Source: an optimization exercise on an open RTL-to-GDS flow (aim: small area, a short achievable clock period and few clock cycles). Production flows keep margins and buffers that such runs may drop.
The RTL was checked by simulation tests, not by an equivalence proof against the original design.
Power figures rest on the tool's default switching activity, not on a simulated workload.

## job 5596
// FFT
module FFT(
input clk,
input rst_n,
input in_valid,
input signed [11:0] din_r,
input signed [11:0] din_i,
output out_valid,
output signed [15:0] dout_r,
output signed [15:0] dout_i
);
For scale: about 8700 cells after synthesis, roughly 2300 flip-flops, about 60 I/O pins, roughly 93000 um^2 of cells after synthesis.
export LEC_CHECK = 0
export CAP_MARGIN = 20
export CORE_MARGIN = 2
export CORE_UTILIZATION = 60
export PLACE_DENSITY = 0.7
export SLEW_MARGIN = 20
create_clock -name core_clock -period 12.0 [get_ports {clk}]
standard.sh (not shown) runs the stock make flow with config.mk's settings and CLKGATE_MAP_FILE= SYNTH_SCRIPT=/design/flow/synth_recipe.tcl, a recipe that flattens the netlist after the stock synthesis.
==> flow/flow/run.sh <==
#!/bin/bash
# Layout flow: the standard flow (standard.sh, unchanged synthesis),
# with repair_timing aiming for 8.25 ns of setup slack and the port buffers
# made from buf_4 cells. Full tool output goes to standard.log.
set -e
bash standard.sh CORE_UTILIZATION=60 PLACE_DENSITY=0.7 SETUP_SLACK_MARGIN=8.25 TNS_END_PERCENT=100 GPL_TIMING_DRIVEN=1 \
    'BUFFER_PORTS_ARGS=-buffer_cell sky130_fd_sc_hd__buf_4' finish > standard.log 2>&1
Testbench counts of job 5596, summed over its fixed seeds: cycles 22,784.
For job 7692, these inputs were changed with respect to job 5596:
- a change of CORE_UTILIZATION from 60 to 40
- a deleted PLACE_DENSITY that had been 0.7
--- a/flow/flow/run.sh
+++ b/flow/flow/run.sh
@@ -6 +6 @@
-bash standard.sh CORE_UTILIZATION=60 PLACE_DENSITY=0.7 SETUP_SLACK_MARGIN=8.25 TNS_END_PERCENT=100 GPL_TIMING_DRIVEN=1 \
+bash standard.sh SETUP_SLACK_MARGIN=8.25 TNS_END_PERCENT=100 \
### Flow results
Job 7692: full flow OK, the timing, DRC and antenna checks passed. When job 7692 is set beside job 5596, its count of cells along the worst register-to-register path turns out to be 1 larger. Job 7692 -> job 5596: total length of routed wires flat. Between job 5596 and job 7692, the flow reports number of cells in the finished layout apart from fillers increasing by a little under 10%. Setup slack: job 7692 more than job 5596. The area of all sequential standard cells on job 5596 is in line with that on job 7692. As of job 7692, area of the core had risen by more than half compared to job 5596.
diff inputs: job 7692 => job 4107
- PLACE_DENSITY newly set to 0.7
- CORE_UTILIZATION changed from 40 to 60
--- a/flow/flow/run.sh
+++ b/flow/flow/run.sh
@@ -6 +6 @@
-bash standard.sh SETUP_SLACK_MARGIN=8.25 TNS_END_PERCENT=100 \
+bash standard.sh CORE_UTILIZATION=60 PLACE_DENSITY=0.7 SETUP_SLACK_MARGIN=8.25 TNS_END_PERCENT=100  \
==> summary.txt <==
Job 7692 → job 4107: portion of the clock cycle consumed by the worst path in the final layout about even; minimum clock period after layout rose by 18 ps; initial antenna violation count decreased 13; portion of the layout cell area used by clock cells about even. Compared job 4107 vs job 7692, and met3 demand-to-capacity share in global routing is up in job 4107. Sort job 4107 and job 7692 by sequential share of layout area, ascending, and job 7692 comes first. Looking at start-to-end type of the worst setup path, the reg2reg result is from job 7692; the reg2out one comes from job 4107.
For job 7578, these inputs were changed with respect to job 4107:
- CORE_UTILIZATION changed from 60 to 70
- PLACE_DENSITY changed from 0.7 to 0.8
--- a/flow/flow/run.sh
+++ b/flow/flow/run.sh
@@ -6 +6 @@
-bash standard.sh CORE_UTILIZATION=60 PLACE_DENSITY=0.7 SETUP_SLACK_MARGIN=8.25 TNS_END_PERCENT=100  \
+bash standard.sh CORE_UTILIZATION=70 PLACE_DENSITY=0.8 SETUP_SLACK_MARGIN=8.25 TNS_END_PERCENT=100  \
Findings:
Job 4107 -> job 7578: power flat. Diff job 4107 -> job 7578 | multi-input gate share of total cell area | increase of 0.29 points. Job 7578 vs job 4107 — global-route total usage across every layer rose 5.5 points. Taking job 4107 as the reference point, the detailed-route via count of job 7578 rises by about 3%. Job 7578 vs. job 4107: part of the power in combinational logic went up by 0.4 points. Area added between synthesis and finish: job 7578 lower than job 4107. Going from job 4107 to job 7578, number of well taps shrank by more than 10%. Relative to job 4107, job 7578 improves final design area excluding fillers. Diff job 4107 -> job 7578 | part of the power in the clock network | decrease of 0.7 points.

what the ideal ports hide:
The results above use ideal ports. As a check the final layouts listed here were re-extracted and re-timed, cells and wires unchanged.
Step 1 (the two cells are an assumption about what drives the block):
set clk [get_ports {clk}]
set_driving_cell -lib_cell sky130_fd_sc_hd__clkbuf_16 $clk
set_driving_cell -lib_cell sky130_fd_sc_hd__buf_2 [delete_from_list [all_inputs] $clk]
Step 2 also shifts input and output timing later by t, the mid clock arrival at the registers, as if the neighbouring blocks saw the same clock.
Three values: ideal ports, drivers, drivers and shift; two values: the first two.
run	shift t [ns]	setup WS [ns]	latest minus earliest clock arrival (ns)	pins driven straight from the clock port
job 5596	0.934	8.165 / 8.091 / 8.148	0.093 / 0.093	1
job 7692	0.931	8.183 / 8.123 / 7.952	0.113 / 0.113	1
job 4107	0.934	8.165 / 8.091 / 8.148	0.093 / 0.093	1
job 7578	0.940	8.151 / 8.067 / 8.051	0.107 / 0.107	1
After both steps setup and hold are still met in every run listed. The setup slack of job 7692, which loses most, moves by -0.060 ns with the drivers and by -0.231 ns with both steps.
